From an optimization exercise on the open Yosys and OpenROAD flow, aimed at small area, a short achievable clock period and few clock cycles; shortcuts taken in it are not production practice.
Only simulation tests tie the RTL to the original design; equivalence was not proved.
Power is estimated from default activity; no workload was simulated.

===== flow/constraint.sdc =====
create_clock -name core_clock -period 6.0 [get_ports {clk}]
set_input_delay 1.2000 -clock core_clock [delete_from_list [all_inputs] [get_ports {clk}]]
set_output_delay 1.2000 -clock core_clock [all_outputs]
set_load 0.01 [all_outputs]

===== flow/run.sh =====
#!/bin/bash
# synth_recipe.tcl (not shown) runs the flow's synth.tcl, then flattens the netlist and writes it again
# the make line also repeats each setting of config.mk as NAME=value (left out here)
make -C /OpenROAD-flow-scripts/flow DESIGN_CONFIG=/design/flow/config.mk WORK_HOME=/design/flow/orfs CLKGATE_MAP_FILE= SYNTH_SCRIPT=/design/flow/synth_recipe.tcl finish

===== flow/design.v =====
module QUEEN(
    clk,
    rst_n,
    in_valid,
    col,
    row,
    in_valid_num,
    in_num,
    out_valid,
    out
);
input               clk, rst_n, in_valid, in_valid_num;
input       [3:0]   col, row;
input       [2:0]   in_num;
output reg          out_valid;
output reg  [3:0]   out;
localparam FC2 = 1;
localparam S_IDLE = 2'd0, S_IN = 2'd1, S_SRCH = 2'd2, S_OUT = 2'd3;
reg  [1:0]  state;
reg  [2:0]  left;             
reg  [11:0] given;
reg  [11:0] M [0:11];
reg  [11:0] c;                
reg  [11:0] act;              
wire [11:0] n, n2;            
integer i, j, k;
function [11:0] lowbit;
    input [11:0] x;
    integer b;
    reg seen;
    begin
        seen = 1'b0;
        for (b = 0; b < 12; b = b + 1) begin
            lowbit[b] = x[b] & ~seen;
            seen = seen | x[b];
        end
    end
endfunction
reg [11:0] q  [0:11];
reg [11:0] nx [0:11];
reg [11:0] more;
reg [11:0] R;
reg [22:0] D1, D2;
always @(*) begin
    for (j = 0; j < 12; j = j + 1) begin
        q[j] = lowbit(M[j]);
        nx[j] = M[j] & ~q[j];
        more[j] = |nx[j];
    end
    R = 12'd0; D1 = 23'd0; D2 = 23'd0;
    for (j = 0; j < 12; j = j + 1)
        for (i = 0; i < 12; i = i + 1) begin
            R[i] = R[i] | (q[j][i] & act[j]);
            D1[i + j] = D1[i + j] | (q[j][i] & act[j]);
            D2[i - j + 11] = D2[i - j + 11] | (q[j][i] & act[j]);
        end
end
reg [11:0] avc, avn, avn2, rowok;
reg [11:0] attk;
always @(*) begin
    avc = 12'hfff; avn = 12'hfff; avn2 = 12'hfff; rowok = 12'd0;
    for (k = 0; k < 12; k = k + 1) begin
        for (i = 0; i < 12; i = i + 1)
            attk[i] = R[i] | D1[i + k] | D2[i - k + 11];
        if (c[k]) avc = avc & ~attk;
        if (n[k]) avn = avn & ~attk;
        if (n2[k]) avn2 = avn2 & ~attk;
        if (~act[k] & ~given[k]) rowok = rowok | ~attk;
    end
end
wire dead = |(~R & ~rowok);
reg [11:0] dsel, dsel2;
always @(*) begin
    dsel = 12'd0; dsel2 = 12'd0;
    for (k = 0; k < 12; k = k + 1)
        for (i = k + 1; i < 12; i = i + 1) begin
            if (c[k] & n[i]) dsel[i - k] = 1'b1;
            if (c[k] & n2[i]) dsel2[i - k] = 1'b1;
        end
end
reg [11:0] ok;
reg        okr, okr2;
always @(*) begin
    for (i = 0; i < 12; i = i + 1) begin
        okr = 1'b0; okr2 = 1'b0;
        for (j = 0; j < 12; j = j + 1)
            if (j != i) begin
                okr = okr | (avn[j] & ~dsel[(j > i) ? (j - i) : (i - j)]);
                okr2 = okr2 | (avn2[j] & ~dsel2[(j > i) ? (j - i) : (i - j)]);
            end
        ok[i] = (okr | ~|n) & (FC2 == 0 || okr2 || ~|n2);
    end
end
wire [11:0] cand = avc & ok;
wire        has  = |cand & ~dead;
wire [11:0] free = ~given;
reg  [11:0] above_c;
always @(*) begin
    above_c = 12'd0;
    for (i = 1; i < 12; i = i + 1)
        above_c[i] = above_c[i - 1] | c[i - 1];
end
assign n  = lowbit(free & above_c);
assign n2 = lowbit(free & above_c & ~n);
reg [11:0] popv, jsel, above_j, A, c_pop;
reg        hi;
always @(*) begin
    popv = more & act & free;
    hi = 1'b0;
    for (i = 11; i >= 0; i = i - 1) begin
        above_j[i] = ~hi & ~popv[i];
        jsel[i] = popv[i] & ~hi;
        hi = hi | popv[i];
    end
    A = free & above_j;
    c_pop = lowbit(A);
end
reg [3:0]  qenc;
always @(*) begin
    qenc = 4'd0;
    for (i = 0; i < 12; i = i + 1)
        if (R[i]) qenc = qenc | i[3:0];
end
wire [3:0] q0enc = {q[0][8]|q[0][9]|q[0][10]|q[0][11],
                    q[0][4]|q[0][5]|q[0][6]|q[0][7],
                    q[0][2]|q[0][3]|q[0][6]|q[0][7]|q[0][10]|q[0][11],
                    q[0][1]|q[0][3]|q[0][5]|q[0][7]|q[0][9]|q[0][11]};
wire [11:0] col_oh = 12'd1 << col;
wire [11:0] row_oh = 12'd1 << row;
wire        first  = (state == S_IDLE || state == S_IN) && in_valid && in_valid_num;
wire        take   = (state == S_IN) && in_valid;
wire [11:0] given_nx = first ? col_oh : (given | col_oh);
wire [11:0] f1 = lowbit(~given_nx);
wire        last_in = first ? (in_num == 3'd1) : (left == 3'd1);
wire srch = (state == S_SRCH);
wire done = srch && has && ~|n;
always @(posedge clk or negedge rst_n) begin
    if (!rst_n) begin
        state <= S_IDLE;
        out_valid <= 1'b0;
        out <= 4'd0;
    end else begin
        case (state)
        S_IDLE: if (first) state <= (in_num == 3'd1) ? S_SRCH : S_IN;
        S_IN:   if (in_valid && last_in) state <= S_SRCH;
        S_SRCH: if (done) begin
                    state <= S_OUT;
                    out_valid <= 1'b1;
                    out <= q0enc;
                end
        S_OUT:  if (~|act) begin
                    state <= S_IDLE;
                    out_valid <= 1'b0;
                    out <= 4'd0;
                end else
                    out <= qenc;
        endcase
    end
end
always @(posedge clk) begin
    if (first || take) begin
        left <= first ? in_num - 3'd1 : left - 3'd1;
        given <= given_nx;
        c <= f1;
        act <= given_nx;
    end else if (state == S_SRCH) begin
        if (has) begin
            c <= n;
            act <= done ? 12'd2 : (act | c);
        end else begin
            c <= c_pop;
            act <= given | ~above_j;
        end
    end else if (state == S_OUT)
        act <= {act[10:0], 1'b0};
end
wire [11:0] wsel = srch ? c : ((first || take) ? col_oh : 12'd0);
wire [11:0] wbus = srch ? cand : row_oh;
genvar g;
generate
for (g = 0; g < 12; g = g + 1) begin : col_g
    always @(posedge clk) begin
        if (wsel[g])
            M[g] <= wbus;
        else if (srch & jsel[g] & ~has)
            M[g] <= nx[g];
    end
end
endgenerate
endmodule

===== flow/config.mk =====
export PLATFORM = sky130hd
export DESIGN_NAME = QUEEN
export DESIGN_NICKNAME = QUEEN
export VERILOG_FILES = /design/flow/design.v
export SDC_FILE = /design/flow/constraint.sdc
export NUM_CORES = 4
export LEC_CHECK = 0
export ABC_AREA = 1
export CAP_MARGIN = 20
export CORE_MARGIN = 2
export CORE_UTILIZATION = 40
export SETUP_SLACK_MARGIN = 0.6
export SLEW_MARGIN = 20

==> results by group, run 1 <==
STA
  • Final period util: 90.0%
  • Setup Viol. Count Final: 0
  • Number of pins exceeding their max-slew limit in the final report: 0
  • Final total negative setup slack: 0 ns
  • Fin Clk Skew: 0.0257 ns
  • Slew at the pin closest to its max-slew limit: 1.21 ns
  • Final count of hold timing violations: 0
  • Max_slew headroom: 18.1%
  • Setup slack after layout: 0.598 ns
  • Final worst path period need: 5.40 ns
  • Setup repair after global routing missed its margin: no
  • FMAX: 185 MHz

Route
  • Via count of the routed design: 32200
  • WL per Instance: 29.5 um
  • Top layer used by detailed routing: met5
  • Met3 routed WL: 22.9 mm
  • Number of search-and-repair iterations in the first detailed-routing pass: 8
  • Routed metal-1 wire length: 57.1 mm
  • Via density: 6.31
  • Count of routing violations after the opening detailed-route iteration: 5704
  • Metal2 WL: 59.2 mm
  • Count of nets left with antenna violations after detail routing: 0
  • Total Wirelength: 151 mm
  • Remaining routing DRC violations: 0

Power and ir drop
  • Gate power share: 79.6%
  • Static power due to leakage: 0.0142 uW
  • Sw frac: 63.7%
  • Switching pwr: 11400 uW
  • Power share of the clock group: 6.7%
  • Largest voltage drop on the vdd net: 484 uV
  • Total power divided by cell area: 656 nW/um^2
  • Seq pwr share: 13.7%
  • Internal portion of total power: 6490 uW

Floorplanning
  • Ports placed on the boundary: 20
  • Chip width: 246 um
  • Height of the chip: 246 um
  • Total number of placement rows: 88
  • Starting density of the core: 40.6%
  • Total core area: 57900 um^2
  • Total Die Area: 60800 um^2

Critical path
  • Critical-path cell with the highest stage delay: sky130_fd_sc_hd__nor3_1
  • Worst Path Arrival: 5.58 ns
  • Kind of launch point of the worst setup path: register
  • Data required time at the worst endpoint: 6.18 ns
  • Critical path buffers and inverters: 4
  • Endpoint class of the critical path: register
  • Worst stage delay on the critical path: 0.58 ns
  • R2R setup slack: 0.60 ns
  • Kind of critical path: register to register
  • Cell occurring most often along the worst timing path: sky130_fd_sc_hd__nand2_1
  • Delay-heaviest family, CP: simple AND/OR/NAND/NOR gates
  • Critical Path Fanout Max: 10

GRT
  • Number of antenna violations at the first check in global routing: 4
  • Global-route total usage across every layer: 48.7%
  • Via count of the first global-routing pass: 29200
  • Global-route wire length before repair: 210 mm
  • Maximum number of pins on one net before global-route repair: 38
  • Overall overflow remaining after global route: 0

Synthesis
  • Cell area after technology mapping: 23500 um^2
  • Gate count after technology mapping: 4158
  • Library cells used by synthesis: 57
  • Post-synthesis async set-or-reset flop share: 3.68%
  • Proportion of synthesized chip area in sequential cells: 24.1%
  • Post-synth EDFFs: 183
  • YS warnings: 4
  • Cell taking the most area after synthesis: sky130_fd_sc_hd__edfxtp_1
  • Syn avg cell area: 5.66 um^2
  • Flip-flop cell with the highest count after synthesis: sky130_fd_sc_hd__edfxtp_1
  • Main area contributors after synthesis: sky130_fd_sc_hd__edfxtp_1 (23%), sky130_fd_sc_hd__nand2_1 (21%), sky130_fd_sc_hd__nand3_1 (11%), sky130_fd_sc_hd__nor2_1 (11%), sky130_fd_sc_hd__inv_1 (8.0%)
  • Mapped Nets: 4181
  • Fraction of synthesized cell area taken by the top area cell type: 23.4%
  • Number of synthesized register bits: 190

Clock tree
  • Root Buffer: sky130_fd_sc_hd__clkbuf_16
  • CTS tree: yes
  • Number of CTS-inserted buffers: 17
  • Clock latency of the later-clocked register in the worst-skew pair: 0.52 ns
  • Max H-tree Level: 4
  • Count of hold-fix buffers inserted at cts: 0
  • Maximum clock path buffer count: 2
  • Clock slew at reported path FFs: 0.08 ns
  • Sinks on the clock net: 190

Final layout
  • Commonest cells after routing, fill and taps aside: sky130_fd_sc_hd__nand2_1 (1276), sky130_fd_sc_hd__nor2_1 (621), sky130_fd_sc_hd__inv_1 (501)
  • Post-Layout Cell Count: 5113
  • Cell area after layout: 27300 um^2
  • Layout overhead on the synthesized area: 16.0%
  • Share of final-layout standard cells stronger than drive strength 1: 12.4%
  • Most common cell after layout, fill and taps aside: sky130_fd_sc_hd__nand2_1
  • Net count of the finished layout: 4355

Placement
  • Area of placed instances: 25800 um^2
  • Number of instances in the placed design: 5033
  • GP Congestion: 1.17
  • Number of port buffers: 19
  • Post-DP HPWL: 121 mm
  • Dpl ws: 0.534 ns

Status
  • Run status: complete, no violations

Worst hold path
  • Worst hold path type: register to register

Flow run
  • Max Cap Violations: 0
[repair_timing]
action / 4_1_cts / 5_1_grt
setup endpoints to repair: 30 / 242
resized for setup: 2 / 127
gates cloned: 0 / 0
pin swaps: 1 / 20
endpoints found under the hold margin: 0 / 0
buffers inserted: 3 / 42
[path summary, 6_finish.rpt]
check / to / cells after the start / from
setup / recovery: act[6] / 28 / act[4]
hold / removal: out_valid / 2 / out_valid
setup reg to reg: act[6] / 28 / act[4]
hold reg to reg: out_valid / 2 / out_valid
max in group asynchronous: out[2] / 1 / rst_n
min in group asynchronous: out[1] / 1 / rst_n
[metrics by stage]
step           hold slack [ns]  power [uW]  utilization [%]
3_5_place_dp             0.463       15400             44.5
6_report                 0.484       17900             47.1
4_1_cts                  0.486       16600             45.6
5_1_grt                  0.507       18400             47.1
2_1_floorplan            0.492        9690                -
3_3_place_gp             0.465       15600             44.5
[layer usage]
metal	GRT usage [%]	vias up
met5	0.735	-
met4	29.3	8
met3	17.5	682
met2	68.4	2707
met1	63.2	14800
li1	-	14100
[cells in the mapped netlist, types with 8 or more instances]
master / count
sky130_fd_sc_hd__nand2_2: 8
sky130_fd_sc_hd__edfxtp_1: 183
sky130_fd_sc_hd__o221ai_1: 10
sky130_fd_sc_hd__nand4_1: 175
sky130_fd_sc_hd__buf_2: 25
sky130_fd_sc_hd__nor2_4: 21
sky130_fd_sc_hd__inv_1: 503
sky130_fd_sc_hd__inv_2: 23
sky130_fd_sc_hd__a221oi_1: 10
sky130_fd_sc_hd__a21oi_1: 69
sky130_fd_sc_hd__nand3b_1: 10
sky130_fd_sc_hd__o2111ai_1: 12
sky130_fd_sc_hd__nor2_1: 661
sky130_fd_sc_hd__nand2_1: 1291
sky130_fd_sc_hd__clkbuf_1: 84
sky130_fd_sc_hd__nor4_1: 12
sky130_fd_sc_hd__nor2_2: 43
sky130_fd_sc_hd__nand3_2: 14
sky130_fd_sc_hd__nand3_1: 508
sky130_fd_sc_hd__a31oi_1: 8
sky130_fd_sc_hd__o22ai_1: 49
sky130_fd_sc_hd__o21ai_1: 29
sky130_fd_sc_hd__o211ai_1: 15
sky130_fd_sc_hd__nor3_1: 57
sky130_fd_sc_hd__buf_6: 13
sky130_fd_sc_hd__ha_1: 8
sky130_fd_sc_hd__clkinv_1: 10
sky130_fd_sc_hd__o21ai_0: 220
[area by class of cell]
| cell class | count | area (um^2) |
|---|---|---|
| Fill cell | 6334 | 30600 |
| Inverter | 536 | 2020 |
| Timing Repair Buffer | 290 | 2340 |
| Antenna cell | 4 | 10.0 |
| Clock inverter | 13 | 153 |
| Tap cell | 765 | 957 |
| Sequential cell | 190 | 5670 |
| Multi-Input combinational cell | 3297 | 15700 |
| Clock buffer | 18 | 429 |
[sequential cells by signal (all words and copies together), names as in the netlist]
register and flops:
act 12, out 4, given 12, left 3, state 2, out_valid 1
M 144, c 12
[cells by family (layout without fill, tap and decap cells)]
kind of cell             count (synthesis)  in the layout  share of synthesized area, %
AND/OR/NAND/NOR                       2823           2823                          52.5
other                                    0              4                             0
multiplexers                             1              1                        0.0426
adder cells (fa/ha/maj)                  8              8                         0.426
AO/OA/AOI/OAI                          463            463                          11.5
flip-flops                             190            190                          24.1
XOR/XNOR                                 2              2                        0.0745
buffers and inverters                  671            857                          11.4
[power groups by stage]
stage	Sequential, uW	Clock (uW)	Combinational [uW]
global placement	2500	0	13100
CTS	2480	1210	12900
floorplan	2220	0	7470
finish	2450	1200	14200
detailed placement	2500	0	12900
global route	2470	1250	14700
[tightest hold or removal path, cell delays in order (launching register included)]
cell and delay (ns):
sky130_fd_sc_hd__dfrtp_1 0.35, sky130_fd_sc_hd__nand2_1 0.05, sky130_fd_sc_hd__nand2_1 0.05
Testbench counts, summed over its fixed seeds: cycles 113,035.
==> run 2: changes to the inputs <==
--- a/flow/config.mk
+++ b/flow/config.mk
@@ -9,5 +9,5 @@
 export CAP_MARGIN = 20
 export CORE_MARGIN = 2
 export CORE_UTILIZATION = 40
-export SETUP_SLACK_MARGIN = 0.6
+export SETUP_SLACK_MARGIN = 0.8
 export SLEW_MARGIN = 20
==> run 2 against run 1 <==
Against the previous run: still clean on timing, DRC and antenna; clock skew up 0.00056 ns; sequential share of layout area down 0.40 points; register-to-register slack better by 0.19 ns; critical path depth unchanged; sequential power about the same; area after synthesis unchanged.
==> results by group, run 2 <==
GRT
  • Global-route wire length before repair: 211 mm (+0.31%)
  • Global-route total usage across every layer: 48.7% (+0.070 points)
  • Via count of the first global-routing pass: 29300 (+0.49%)
  • Overall overflow remaining after global route: 0 (unchanged)
  • Maximum number of pins on one net before global-route repair: 38 (unchanged)
  • Number of antenna violations at the first check in global routing: 2 (-2)

Route
  • Number of search-and-repair iterations in the first detailed-routing pass: 8 (unchanged)
  • Remaining routing DRC violations: 0 (unchanged)
  • Via density: 6.33 (+0.30%)
  • WL per Instance: 29.4 um (-0.25%)
  • Total Wirelength: 151 mm (+0.57%)
  • Via count of the routed design: 32600 (+1.1%)
  • Count of nets left with antenna violations after detail routing: 0 (unchanged)
  • Count of routing violations after the opening detailed-route iteration: 5342 (-6.3%)

Critical path
  • Endpoint class of the critical path: register
  • Data required time at the worst endpoint: 6.17 ns (about the same)
  • Critical-path cell with the highest stage delay: sky130_fd_sc_hd__edfxtp_1
  • Worst stage delay on the critical path: 0.62 ns (+0.04 ns)
  • Critical Path Fanout Max: 10 (unchanged)
  • Cell occurring most often along the worst timing path: sky130_fd_sc_hd__nand2_1
  • Worst Path Arrival: 5.38 ns (-0.20 ns)
  • R2R setup slack: 0.79 ns (+0.19 ns)
  • Kind of critical path: register to register
  • Kind of launch point of the worst setup path: register

Clock tree
  • Number of CTS-inserted buffers: 17 (unchanged)
  • Root Buffer: sky130_fd_sc_hd__clkbuf_16
  • CTS tree: yes
  • Sinks on the clock net: 190 (unchanged)
  • Clock slew at reported path FFs: 0.08 ns (about the same)
  • Max H-tree Level: 4 (unchanged)
  • Maximum clock path buffer count: 2 (unchanged)
  • Count of hold-fix buffers inserted at cts: 0 (unchanged)
  • Clock latency of the later-clocked register in the worst-skew pair: 0.51 ns (about the same)

STA
  • Slew at the pin closest to its max-slew limit: 1.23 ns (+0.0173 ns)
  • Smallest hold slack: 0.489 ns (+0.00462 ns)
  • Final worst path period need: 5.21 ns (-0.193 ns)
  • FMAX: 192 MHz (+3.7%)
  • Final total negative setup slack: 0 ns (unchanged)
  • Max_slew headroom: 16.9% (-1.2 points)
  • Final period util: 86.8% (-3.2 points)
  • Final count of hold timing violations: 0 (unchanged)
  • Number of pins exceeding their max-slew limit in the final report: 0 (unchanged)
  • Setup Viol. Count Final: 0 (unchanged)
  • Setup repair after global routing missed its margin: no
  • Fin Clk Skew: 0.0263 ns (+0.000558 ns)

Final layout
  • Layout overhead on the synthesized area: 18.3%
  • Net count of the finished layout: 4399 (+1.0%)
  • Area of combinational cells with multiple inputs: 15900 um^2 (+1.3%)
  • Count of filler cells inserted in the layout: 6301 (-0.52%)
  • Share of final-layout standard cells stronger than drive strength 1: 14.1% (+1.7 points)
  • Most common cell after layout, fill and taps aside: sky130_fd_sc_hd__nand2_1
  • Sequential cell area: 5670 um^2 (unchanged)
  • Flip-flop count of the largest register after layout: 144 (unchanged)
  • Register ranked first by flip-flop count: M
  • Commonest cells after routing, fill and taps aside: sky130_fd_sc_hd__nand2_1 (1272), sky130_fd_sc_hd__nor2_1 (602), sky130_fd_sc_hd__inv_1 (499)

Synthesis
  • Proportion of synthesized area in mux cells: 0.0426% (unchanged)
  • Combinational family with the most area after synthesis: simple AND/OR/NAND/NOR gates
  • YS warnings: 4 (unchanged)
  • Count leader, synth: sky130_fd_sc_hd__nand2_1
  • Proportion of synthesized chip area in sequential cells: 24.1% (unchanged)
  • Arithmetic-cell share of the synthesized area counting full adders, half adders and majority gates: 0.426% (unchanged)
  • Fraction of the mapped netlist area in compound gates: 11.5% (unchanged)
  • Fraction of synthesized cell area taken by the top area cell type: 23.4% (unchanged)
  • Cell taking the most area after synthesis: sky130_fd_sc_hd__edfxtp_1
  • Parity-gate share of the synthesized area counting xor and xnor cells: 0.0745% (unchanged)
  • Cell area after technology mapping: 23500 um^2 (unchanged)
  • Flip-flop cell with the highest count after synthesis: sky130_fd_sc_hd__edfxtp_1
  • Mapped Nets: 4181 (unchanged)
  • Main area contributors after synthesis: sky130_fd_sc_hd__edfxtp_1 (23%), sky130_fd_sc_hd__nand2_1 (21%), sky130_fd_sc_hd__nand3_1 (11%), sky130_fd_sc_hd__nor2_1 (11%), sky130_fd_sc_hd__inv_1 (8.0%)
  • Library cells used by synthesis: 57 (unchanged)
  • Syn avg cell area: 5.66 um^2 (unchanged)
  • Post-synthesis async set-or-reset flop share: 3.68% (unchanged)
  • Number of synthesized register bits: 190 (unchanged)
  • Simple-gate share of the synthesized area: 52.5% (unchanged)
  • Leading post-synthesis cells by instance count: sky130_fd_sc_hd__nand2_1 (1291), sky130_fd_sc_hd__nor2_1 (661), sky130_fd_sc_hd__nand3_1 (508), sky130_fd_sc_hd__inv_1 (503), sky130_fd_sc_hd__o21ai_0 (220)
  • Post-synth EDFFs: 183 (unchanged)
  • Gate count after technology mapping: 4158 (unchanged)

Floorplanning
  • Ports placed on the boundary: 20 (unchanged)
  • Chip width: 246 um (unchanged)
  • Starting density of the core: 40.6% (unchanged)
  • Total core area: 57900 um^2 (unchanged)
  • Total number of placement rows: 88 (unchanged)
  • Total Die Area: 60800 um^2 (unchanged)
  • Height of the chip: 246 um (unchanged)

Power and ir drop
  • Largest voltage drop on the vdd net: 515 uV (+6.3%)
  • Static power due to leakage: 0.0145 uW (+1.8%)
  • Total power divided by cell area: 652 nW/um^2 (-0.54%)

Placement
  • Post-DP HPWL: 121 mm (unchanged)
  • Number of port buffers: 19 (unchanged)
  • GP Congestion: 1.17 (unchanged)

Status
  • Run status: complete, no violations

Flow run
  • Max Cap Violations: 0 (unchanged)

Worst hold path
  • Worst hold path type: register to register
[run 2: cell counts after synthesis]
Identical to the previous run, type by type.
[run 2: cell type report]
| class | instances | area share [%] |
|---|---|---|
| antenna | 2 | 0.0180 |
| clock buffer | 18 | 1.54 |
| clock inverter | 13 | 0.549 |
| inverter | 536 | 7.31 |
| multi-input combinational | 3297 | 57.2 |
| sequential | 190 | 20.4 |
| tap | 765 | 3.44 |
| timing repair buffer | 334 | 9.53 |
[run 2: critical path, delay by kind of cell (launching register included)]
kind,cells,cell delay [ns]
flip-flops,1,0.62
AND/OR/NAND/NOR,25,3.75
buffers and inverters,3,0.46
[run 2: worst paths after layout]
path	startpoint	to	cells past startpoint
worst max-delay path	act[9]	act[6]	28
worst min-delay path	out_valid	out_valid	2
worst max register to register	act[9]	act[6]	28
worst min register to register	out_valid	out_valid	2
max in group asynchronous	rst_n	out[2]	1
min in group asynchronous	rst_n	out[1]	1
[run 2: kinds of logic after synthesis]
group	after synthesis
simple gates	2823
flops	190
xor+xnor	2
mux	1
buf+inv	671
compound gates	463
fa+ha+maj	8
[run 2: through the flow]
stage / utilization, % / instances / total power (uW) / setup slack [ns] / cell area [um^2]
global route: 48.0 / 5153 / 18600 / 0.729 / 27800
finish: 48.0 / 5155 / 18100 / 0.790 / 27800
detailed placement: 44.5 / 5033 / 15400 / 0.534 / 25800
floorplan: - / 4158 / 9690 / 1.88 / 23500
global placement: 44.5 / 5033 / 15600 / 0.466 / 25800
CTS: 45.9 / 5076 / 16700 / 0.807 / 26600
[run 2: layer usage]
layer | vias to the layer above | GRT usage, % | share of wire, %
met5 | - | 1.14 | 0.040
met4 | 2 | 29.5 | 7.8
met3 | 671 | 17.7 | 15
met2 | 2782 | 68.8 | 39
met1 | 15000 | 62.8 | 37
li1 | 14200 | - | -
[run 2: power breakdown]
part           leakage (uW)  switching [uW]  total [uW]  internal, uW
clock              0.000283             620        1210           589
combinational        0.0124           10500       14500          4040
sequential          0.00180             428        2420          1990
[run 2: timing repair]
item,in CTS,in global routing
pin swaps,4,31
resized for setup,31,156
setup buffers,12,77
endpoints found under the setup margin,170,301
==> run 3: changes to the inputs <==
--- a/flow/design.v
+++ b/flow/design.v
@@ -22,7 +22,7 @@
 reg  [11:0] M [0:11];
 reg  [11:0] c;                
 reg  [11:0] act;              
-wire [11:0] n, n2;            
+wire [11:0] n;                
 integer i, j, k;
 function [11:0] lowbit;
     input [11:0] x;
@@ -55,43 +55,23 @@
             D2[i - j + 11] = D2[i - j + 11] | (q[j][i] & act[j]);
         end
 end
-reg [11:0] avc, avn, avn2, rowok;
+reg [11:0] avc, rowok;
 reg [11:0] attk;
+reg        colx;
 always @(*) begin
-    avc = 12'hfff; avn = 12'hfff; avn2 = 12'hfff; rowok = 12'd0;
+    avc = 12'hfff; rowok = 12'd0; colx = 1'b0;
     for (k = 0; k < 12; k = k + 1) begin
         for (i = 0; i < 12; i = i + 1)
             attk[i] = R[i] | D1[i + k] | D2[i - k + 11];
         if (c[k]) avc = avc & ~attk;
-        if (n[k]) avn = avn & ~attk;
-        if (n2[k]) avn2 = avn2 & ~attk;
-        if (~act[k] & ~given[k]) rowok = rowok | ~attk;
+        if (~act[k] & ~given[k]) begin
+            rowok = rowok | ~attk;
+            colx = colx | &attk;
+        end
     end
 end
-wire dead = |(~R & ~rowok);
-reg [11:0] dsel, dsel2;
-always @(*) begin
-    dsel = 12'd0; dsel2 = 12'd0;
-    for (k = 0; k < 12; k = k + 1)
-        for (i = k + 1; i < 12; i = i + 1) begin
-            if (c[k] & n[i]) dsel[i - k] = 1'b1;
-            if (c[k] & n2[i]) dsel2[i - k] = 1'b1;
-        end
-end
-reg [11:0] ok;
-reg        okr, okr2;
-always @(*) begin
-    for (i = 0; i < 12; i = i + 1) begin
-        okr = 1'b0; okr2 = 1'b0;
-        for (j = 0; j < 12; j = j + 1)
-            if (j != i) begin
-                okr = okr | (avn[j] & ~dsel[(j > i) ? (j - i) : (i - j)]);
-                okr2 = okr2 | (avn2[j] & ~dsel2[(j > i) ? (j - i) : (i - j)]);
-            end
-        ok[i] = (okr | ~|n) & (FC2 == 0 || okr2 || ~|n2);
-    end
-end
-wire [11:0] cand = avc & ok;
+wire dead = |(~R & ~rowok) | colx;
+wire [11:0] cand = avc;
 wire        has  = |cand & ~dead;
 wire [11:0] free = ~given;
 reg  [11:0] above_c;
@@ -101,7 +81,6 @@
         above_c[i] = above_c[i - 1] | c[i - 1];
 end
 assign n  = lowbit(free & above_c);
-assign n2 = lowbit(free & above_c & ~n);
 reg [11:0] popv, jsel, above_j, A, c_pop;
 reg        hi;
 always @(*) begin
--- a/flow/config.mk
+++ b/flow/config.mk
@@ -9,5 +9,5 @@
 export CAP_MARGIN = 20
 export CORE_MARGIN = 2
 export CORE_UTILIZATION = 40
-export SETUP_SLACK_MARGIN = 0.8
+export SETUP_SLACK_MARGIN = 1.5
 export SLEW_MARGIN = 20
==> run 3 against run 2 <==
Against the previous run: sequential cell count stayed put; largest power group unchanged; critical endpoint is now act[5]; power is 25% lower; area after synthesis down 17%; non-clock buffer count down 164; combinational power down 34%; clock power is 4% lower; critical path depth grew 1; sequential power up 18%; worst hold slack got worse by 0.0060 ns; sequential share of layout area grew 5.2 points; die area fell by 17%.
==> results by group, run 3 <==
Floorplanning
  • Total core area: 47800 um^2 (-17%)
  • Total number of placement rows: 80 (-9.1%)
  • Height of the chip: 225 um (-8.9%)
  • Chip width: 225 um (-8.9%)
  • Total Die Area: 50500 um^2 (-17%)
  • Ports placed on the boundary: 20 (unchanged)
  • Starting density of the core: 40.7% (+0.082 points)

Synthesis
  • Gate count after technology mapping: 3131 (-25%)
  • Flip-flop cell with the highest count after synthesis: sky130_fd_sc_hd__edfxtp_1
  • Post-synth EDFFs: 183 (unchanged)
  • Main area contributors after synthesis: sky130_fd_sc_hd__edfxtp_1 (28%), sky130_fd_sc_hd__nand2_1 (18%), sky130_fd_sc_hd__nor2_1 (9.7%), sky130_fd_sc_hd__nand3_1 (8.6%), sky130_fd_sc_hd__inv_1 (7.4%)
  • Syn avg cell area: 6.22 um^2 (+9.9%)
  • Post-synthesis async set-or-reset flop share: 3.68% (unchanged)
  • YS warnings: 4 (unchanged)
  • Cell area after technology mapping: 19500 um^2 (-17%)
  • Number of synthesized register bits: 190 (unchanged)
  • Proportion of synthesized chip area in sequential cells: 29.1% (+5.0 points)
  • Leading post-synthesis cells by instance count: sky130_fd_sc_hd__nand2_1 (911), sky130_fd_sc_hd__nor2_1 (505), sky130_fd_sc_hd__inv_1 (383), sky130_fd_sc_hd__nand3_1 (334), sky130_fd_sc_hd__o21ai_0 (187)
  • Cell taking the most area after synthesis: sky130_fd_sc_hd__edfxtp_1
  • Fraction of synthesized cell area taken by the top area cell type: 28.2% (+4.9 points)
  • Mapped Nets: 3154 (-25%)
  • Count leader, synth: sky130_fd_sc_hd__nand2_1
  • Library cells used by synthesis: 60 (+5.3%)

Critical path
  • Critical Path Fanout Max: 8 (-2)
  • Worst stage delay on the critical path: 0.46 ns (-0.16 ns)
  • Worst Path Arrival: 4.96 ns (-0.42 ns)
  • Cell depth of the worst flop-to-flop path: 29 (+3.6%)
  • Data required time at the worst endpoint: 6.31 ns (+0.14 ns)
  • Startpoint of the most critical setup path: M[5][0]
  • Kind of launch point of the worst setup path: register
  • Startpoint of the worst register-to-register path: M[5][0]
  • Kind of critical path: register to register
  • Critical-path cell with the highest stage delay: sky130_fd_sc_hd__edfxtp_1
  • Endpoint class of the critical path: register
  • Cell occurring most often along the worst timing path: sky130_fd_sc_hd__nand2_1

Worst hold path
  • WHS Path Cells: 2 (unchanged)
  • Hold Crit Start: out_valid
  • Worst hold path type: register to register

Power and ir drop
  • Pwr Total: 13700 uW (-25%)
  • Static power due to leakage: 0.0109 uW (-25%)
  • Total power divided by cell area: 616 nW/um^2 (-5.5%)
  • Largest voltage drop on the vdd net: 323 uV (-37%)

GRT
  • Overall overflow remaining after global route: 0 (unchanged)
  • Number of antenna violations at the first check in global routing: 8 (+6)
  • Global-route total usage across every layer: 45.9% (-2.9 points)
  • Maximum number of pins on one net before global-route repair: 39 (+2.6%)
  • Via count of the first global-routing pass: 22300 (-24%)
  • Global-route wire length before repair: 162 mm (-23%)

STA
  • Setup repair after global routing missed its margin: yes
  • FMAX: 215 MHz (+12%)
  • Number of pins exceeding their max-slew limit in the final report: 0 (unchanged)
  • Slew at the pin closest to its max-slew limit: 1.09 ns (-0.140 ns)
  • Max_slew headroom: 27.1% (+10 points)
  • Final count of hold timing violations: 0 (unchanged)
  • Fin Clk Skew: 0.0209 ns (-0.00540 ns)
  • Final worst path period need: 4.65 ns (-0.564 ns)
  • Setup Viol. Count Final: 0 (unchanged)
  • Final period util: 77.4% (-9.4 points)
  • Final total negative setup slack: 0 ns (unchanged)

Clock tree
  • Sinks on the clock net: 190 (unchanged)
  • Max H-tree Level: 4 (unchanged)
  • Root Buffer: sky130_fd_sc_hd__clkbuf_16
  • CTS tree: yes
  • Maximum clock path buffer count: 2 (unchanged)
  • Number of CTS-inserted buffers: 17 (unchanged)
  • Clock slew at reported path FFs: 0.08 ns (about the same)
  • Clock latency of the later-clocked register in the worst-skew pair: 0.51 ns (about the same)

Route
  • Total Wirelength: 118 mm (-22%)
  • Remaining routing DRC violations: 0 (unchanged)
  • Count of nets left with antenna violations after detail routing: 0 (unchanged)
  • Via density: 6.42 (+1.4%)
  • Count of routing violations after the opening detailed-route iteration: 4255 (-20%)
  • Number of search-and-repair iterations in the first detailed-routing pass: 10 (+2)
  • WL per Instance: 30.6 um (+4.0%)
  • Via count of the routed design: 24800 (-24%)

Final layout
  • Register ranked first by flip-flop count: M
  • Flip-flop count of the largest register after layout: 144 (unchanged)
  • Commonest cells after routing, fill and taps aside: sky130_fd_sc_hd__nand2_1 (895), sky130_fd_sc_hd__nor2_1 (476), sky130_fd_sc_hd__inv_1 (377)
  • Share of final-layout standard cells stronger than drive strength 1: 13.7% (-0.36 points)
  • Most common cell after layout, fill and taps aside: sky130_fd_sc_hd__nand2_1
  • Net count of the finished layout: 3251 (-26%)
  • Layout overhead on the synthesized area: 13.8%
  • Count of filler cells inserted in the layout: 5098 (-19%)

Flow run
  • Max Cap Violations: 0 (unchanged)

Status
  • Run status: complete, no violations

Placement
  • Number of port buffers: 19 (unchanged)
  • Post-DP HPWL: 90.8 mm (-25%)
  • GP Congestion: 1.25 (+7.1%)
[run 3: changes by cell type after synthesis, sizes merged, moves of 19 or more]
cell / change
nand2: -364
nor2: -155
nand3: -148
inv: -119
nand4: -53
o22ai: -37
clkbuf: -32
a21oi: -19
o21ai: -19
[run 3: what timing repair did]
item | 4_1_cts | 5_1_grt
gates resized for setup | 22 | 96
setup buffers | 28 | 46
pin swaps | 4 | 14
hold buffers | 0 | 0
endpoints found under the setup margin | 194 | 199
cloned | 0 | 1
[run 3: power by group]
group,switching [uW],internal [uW],leakage [uW]
registers,734,2130,0.00180
clock network,617,545,0.000272
logic,7150,2490,0.00883
total,8500,5160,0.0109
[run 3: cell type report]
cell class	count	area (um^2)	share of cell area, %
clock inverters	13	126	0.570
clock buffers	18	429	1.94
diodes	4	10.0	0.0452
flip-flops and latches	190	5670	25.6
multi-input cells	2440	12200	55.0
repair buffers	170	1400	6.30
inverters	409	1580	7.12
well taps	615	769	3.47
[run 3: worst paths after layout]
kind                                   to  slack [ns]
worst min register to register  out_valid        0.48
worst max-delay path               act[5]        1.35
worst max register to register     act[5]        1.35
min in group asynchronous        state[0]        0.95
worst min-delay path            out_valid        0.48
max in group asynchronous          out[3]        4.81
[run 3: cell families (layout without fill, tap and decap cells)]
family / count (synthesis) / after routing / synth area share, %
fa+ha+maj: 8 / 8 / 0.514
xor+xnor: 2 / 2 / 0.0900
flops: 190 / 190 / 29.1
compound gates: 326 / 326 / 9.13
simple gates: 2102 / 2103 / 50.7
buf+inv: 502 / 610 / 10.4
mux: 1 / 1 / 0.0514
other cells: 0 / 4 / 0
[run 3: per-layer routing]
| layer | up-vias | global-route usage, % | wire length [um] |
|---|---|---|---|
| li1 | 10500 | - | - |
| met1 | 11500 | 57.6 | 43300 |
| met2 | 2245 | 64.0 | 45600 |
| met3 | 582 | 20.3 | 19700 |
| met4 | 6 | 27.9 | 9250 |
| met5 | - | 1.27 | 108 |
[run 3: stage by stage]
stage	utilization [%]	hold WS [ns]	cells	cell area (um^2)	setup slack (ns)
3_3_place_gp	42.9	0.468	3748	20500	0.644
3_5_place_dp	42.9	0.464	3748	20500	0.797
5_1_grt	46.3	0.520	3857	22200	1.44
4_1_cts	44.7	0.485	3807	21400	1.50
2_1_floorplan	-	0.505	3131	19500	2.42
6_report	46.3	0.483	3859	22200	1.35
[run 3: worst max-delay path: cells and delay by family, from the launching register on]
kind | cells | cell delay [ns]
and+or+nand+nor | 23 | 3.02
AOI/OAI and AO/OA | 2 | 0.26
DFF | 1 | 0.46
buffers and inverters | 4 | 0.67
Testbench counts of run 3, summed over its fixed seeds: cycles 142,657.
==> run 4: changes to the inputs <==
--- a/flow/config.mk
+++ b/flow/config.mk
@@ -9,5 +9,5 @@
 export CAP_MARGIN = 20
 export CORE_MARGIN = 2
 export CORE_UTILIZATION = 40
-export SETUP_SLACK_MARGIN = 1.5
+export SETUP_SLACK_MARGIN = 1.8
 export SLEW_MARGIN = 20
==> run 4 against run 3 <==
Against the previous run: still clean on timing, DRC and antenna; utilization up 4.3 points; worst setup slack better by 0.38 ns; clock power about the same; critical path depth down 10; combinational power up 11%; area after synthesis unchanged; register-to-register slack better by 0.38 ns; power up 7.0%; clock skew down 0.0032 ns; critical endpoint is now M[1][6]; global-route usage up 0.50 points; cell count up 3.0%.
==> results by group, run 4 <==
Status
  • Run status: complete, no violations

Power and ir drop
  • Static power due to leakage: 0.0118 uW (+7.9%)
  • Switching pwr: 8910 uW (+4.9%)
  • Power share of the clock group: 7.9% (-0.6 points)
  • Total power divided by cell area: 603 nW/um^2 (-2.1%)
  • Gate power share: 73.3% (+2.8 points)
  • Internal portion of total power: 5700 uW (+10%)
  • Pwr Total: 14600 uW (+7.0%)
  • Sw frac: 61.0% (-1.2 points)
  • Largest voltage drop on the vdd net: 360 uV (+11%)
  • Seq pwr share: 18.8% (-2.2 points)

STA
  • Final total negative setup slack: 0 ns (unchanged)
  • Number of pins exceeding their max-slew limit in the final report: 0 (unchanged)
  • Max_slew headroom: 27.9% (+0.82 points)
  • Setup Viol. Count Final: 0 (unchanged)
  • Final count of hold timing violations: 0 (unchanged)
  • Setup repair after global routing missed its margin: yes
  • Slew at the pin closest to its max-slew limit: 1.08 ns (-0.0122 ns)
  • Final worst path period need: 4.26 ns (-0.383 ns)
  • Final period util: 71.1% (-6.4 points)
  • Setup slack after layout: 1.74 ns (+0.383 ns)
  • Fin Clk Skew: 0.0177 ns (-0.00320 ns)
  • FMAX: 235 MHz (+9.0%)

Final layout
  • Commonest cells after routing, fill and taps aside: sky130_fd_sc_hd__nand2_1 (856), sky130_fd_sc_hd__nor2_1 (415), sky130_fd_sc_hd__inv_1 (368)
  • Layout overhead on the synthesized area: 24.4%
  • Most common cell after layout, fill and taps aside: sky130_fd_sc_hd__nand2_1
  • Share of final-layout standard cells stronger than drive strength 1: 21.6% (+7.9 points)
  • Flip-flop count of the largest register after layout: 144 (unchanged)
  • Count of filler cells inserted in the layout: 4931 (-3.3%)
  • Net count of the finished layout: 3368 (+3.6%)
  • Register ranked first by flip-flop count: M

Floorplanning
  • Total core area: 47800 um^2 (unchanged)
  • Ports placed on the boundary: 20 (unchanged)
  • Chip width: 225 um (unchanged)
  • Total number of placement rows: 80 (unchanged)
  • Total Die Area: 50500 um^2 (unchanged)
  • Starting density of the core: 40.7% (unchanged)
  • Height of the chip: 225 um (unchanged)

Flow run
  • Max Cap Violations: 0 (unchanged)

GRT
  • Number of antenna violations at the first check in global routing: 10 (+2)
  • Global-route total usage across every layer: 46.4% (+0.50 points)
  • Via count of the first global-routing pass: 22600 (+1.3%)
  • Maximum number of pins on one net before global-route repair: 39 (unchanged)
  • Overall overflow remaining after global route: 0 (unchanged)
  • Global-route wire length before repair: 164 mm (+1.2%)

Worst hold path
  • Worst hold path type: register to register

Synthesis
  • Syn avg cell area: 6.22 um^2 (unchanged)
  • Library cells used by synthesis: 60 (unchanged)
  • Leading post-synthesis cells by instance count: sky130_fd_sc_hd__nand2_1 (911), sky130_fd_sc_hd__nor2_1 (505), sky130_fd_sc_hd__inv_1 (383), sky130_fd_sc_hd__nand3_1 (334), sky130_fd_sc_hd__o21ai_0 (187)
  • Mapped Nets: 3154 (unchanged)
  • Fraction of synthesized cell area taken by the top area cell type: 28.2% (unchanged)
  • Proportion of synthesized chip area in sequential cells: 29.1% (unchanged)
  • YS warnings: 4 (unchanged)
  • Post-synth EDFFs: 183 (unchanged)
  • Cell taking the most area after synthesis: sky130_fd_sc_hd__edfxtp_1
  • Count leader, synth: sky130_fd_sc_hd__nand2_1
  • Cell area after technology mapping: 19500 um^2 (unchanged)
  • Number of synthesized register bits: 190 (unchanged)
  • Post-synthesis async set-or-reset flop share: 3.68% (unchanged)
  • Gate count after technology mapping: 3131 (unchanged)
  • Main area contributors after synthesis: sky130_fd_sc_hd__edfxtp_1 (28%), sky130_fd_sc_hd__nand2_1 (18%), sky130_fd_sc_hd__nor2_1 (9.7%), sky130_fd_sc_hd__nand3_1 (8.6%), sky130_fd_sc_hd__inv_1 (7.4%)
  • Flip-flop cell with the highest count after synthesis: sky130_fd_sc_hd__edfxtp_1

Critical path
  • Kind of critical path: register to register
  • Endpoint class of the critical path: register
  • Critical Path Fanout Max: 10 (+2)
  • Worst Path Arrival: 4.59 ns (-0.37 ns)
  • Kind of launch point of the worst setup path: register
  • Data required time at the worst endpoint: 6.33 ns (+0.02 ns)

Clock tree
  • Sinks on the clock net: 190 (unchanged)
  • Number of CTS-inserted buffers: 17 (unchanged)
  • CTS tree: yes
  • Clock latency of the later-clocked register in the worst-skew pair: 0.51 ns (about the same)
  • Clock slew at reported path FFs: 0.08 ns (about the same)
  • Count of hold-fix buffers inserted at cts: 0 (unchanged)
  • Root Buffer: sky130_fd_sc_hd__clkbuf_16
  • Maximum clock path buffer count: 2 (unchanged)
  • Max H-tree Level: 4 (unchanged)

Route
  • WL per Instance: 30.3 um (-1.0%)
  • Count of routing violations after the opening detailed-route iteration: 4482 (+5.3%)
  • Total Wirelength: 120 mm (+2.0%)
  • Remaining routing DRC violations: 0 (unchanged)
  • Via count of the routed design: 25500 (+3.0%)
  • Count of nets left with antenna violations after detail routing: 0 (unchanged)
  • Number of search-and-repair iterations in the first detailed-routing pass: 10 (unchanged)
  • Via density: 6.41 (about the same)

Placement
  • Dpl ws: 0.797 ns (unchanged)
  • Number of port buffers: 19 (unchanged)
  • GP Congestion: 1.25 (unchanged)
  • Post-DP HPWL: 90.8 mm (unchanged)
==> run 4: cell count changes in the layout (fill, tap and decap cells not counted), sizes merged <==
cell / before / now
nor2: 573 / 574
clkinvlp: 3 / 7
nand2: 938 / 939
inv: 408 / 404
buf: 151 / 266
==> run 4: area by class of cell <==
type                    instances  area (um^2)  share of cell area, %
multi-input cells            2442        13100                   54.2
flip-flops and latches        190         5670                   23.4
inverters                     409         1630                   6.73
well taps                     615          769                   3.18
diodes                          4         10.0                 0.0413
repair buffers                285         2460                   10.2
clock inverters                13          126                  0.522
clock buffers                  18          429                   1.77
==> run 4: through the flow <==
step / instances / area, um^2 / utilization, % / hold slack (ns)
2_1_floorplan: 3131 / 19500 / - / 0.505
3_3_place_gp: 3748 / 20500 / 42.9 / 0.468
3_5_place_dp: 3748 / 20500 / 42.9 / 0.464
4_1_cts: 3845 / 22000 / 46.1 / 0.485
5_1_grt: 3972 / 24200 / 50.6 / 0.520
6_report: 3976 / 24200 / 50.6 / 0.485
==> run 4: path summary, 6_finish.rpt <==
path	slack, ns	startpoint	cells after the start	end
worst min-delay path	0.49	out_valid	2	out_valid
worst max-delay path	1.74	M[2][1]	19	M[1][6]
max in group asynchronous	4.81	rst_n	1	out[0]
min in group asynchronous	0.95	rst_n	1	state[0]
worst min register to register	0.49	out_valid	2	out_valid
worst max register to register	1.74	M[2][1]	19	M[1][6]
==> run 4: routing by layer <==
layer	GRT usage [%]	share of wire [%]	wire (um)
met2	64.0	38	46200
met5	0	0.10	121
met1	58.4	36	43800
met4	30.0	8.5	10200
met3	20.3	17	20000
==> run 4: cells by family (layout without fill, tap and decap cells) <==
kind of cell | after synthesis | count (layout) | synth area share, %
other | 0 | 4 | 0
DFF | 190 | 190 | 29.1
muxes | 1 | 1 | 0.0514
AOI/OAI and AO/OA | 326 | 326 | 9.13
buffers and inverters | 502 | 725 | 10.4
xor gates and xnor gates | 2 | 2 | 0.0900
and+or+nand+nor | 2102 | 2105 | 50.7
adders and majority gates | 8 | 8 | 0.514
==> run 4: power groups by stage <==
stage	Clock [uW]	Combinational [uW]	Sequential (uW)
finish	1160	10700	2740
global route	1190	10900	2770
CTS	1160	8940	2790
floorplan	0	5120	2420
global placement	0	8250	2950
detailed placement	0	8130	2960
==> run 4: what timing repair did <==
action,4_1_cts,5_1_grt
endpoints found under the setup margin,266,216
setup buffers,65,123
resized for setup,105,285
pin swaps,15,90
gates cloned,1,4
==> run 4: critical path, stage by stage, from the launching register on <==
cell and delay, ns:
sky130_fd_sc_hd__edfxtp_1 0.45, sky130_fd_sc_hd__buf_4 0.19, sky130_fd_sc_hd__nand3b_1 0.18, sky130_fd_sc_hd__nand3_1 0.10, sky130_fd_sc_hd__nor2_1 0.11, sky130_fd_sc_hd__nand3_1 0.15
sky130_fd_sc_hd__nor2_2 0.17, sky130_fd_sc_hd__nand3_1 0.10, sky130_fd_sc_hd__nor2_2 0.20, sky130_fd_sc_hd__nand2_2 0.19, sky130_fd_sc_hd__nor2_1 0.19, sky130_fd_sc_hd__nand2_1 0.15
sky130_fd_sc_hd__nand2_1 0.09, sky130_fd_sc_hd__nand2_1 0.06, sky130_fd_sc_hd__nor2_1 0.18, sky130_fd_sc_hd__nand2_1 0.14, sky130_fd_sc_hd__nor2_1 0.17, sky130_fd_sc_hd__a32o_1 0.43
sky130_fd_sc_hd__inv_1 0.49, sky130_fd_sc_hd__o21ai_0 0.33

-- afterwards: timing with drivers on the ports --
Ports are ideal in the flow. The routed layouts listed here were re-timed in OpenROAD. Step 1 assumes that a clkbuf_16 drives the clock port and a buf_2 every other input. Step 2 adds t to the input delays and takes it off the output delays; t is the mean of the earliest and latest rising clock arrival at the registers after step 1. Input paths then give back, and output paths get back, about the clock's delay inside the block. a / b / c = no drivers / after step 1 / after step 2; a / b = the first two.
run	t, ns	setup WS [ns]	hold WS [ns]	worst slew at a driven data input, ns	cell pins on the clock port's net
run 1	0.566	0.598 / 0.598 / 0.598	0.484 / 0.484 / 0.484	0.06	1
run 2	0.560	0.790 / 0.790 / 0.790	0.489 / 0.489 / 0.489	0.06	1
run 3	0.561	1.354 / 1.354 / 1.354	0.483 / 0.483 / 0.483	0.04	1
run 4	0.561	1.737 / 1.737 / 1.398	0.485 / 0.485 / 0.485	0.04	1
After both steps setup and hold are still met in every run listed. For run 4, which loses most, drivers alone change the setup slack by 0.000 ns; drivers and shift together by -0.339 ns.
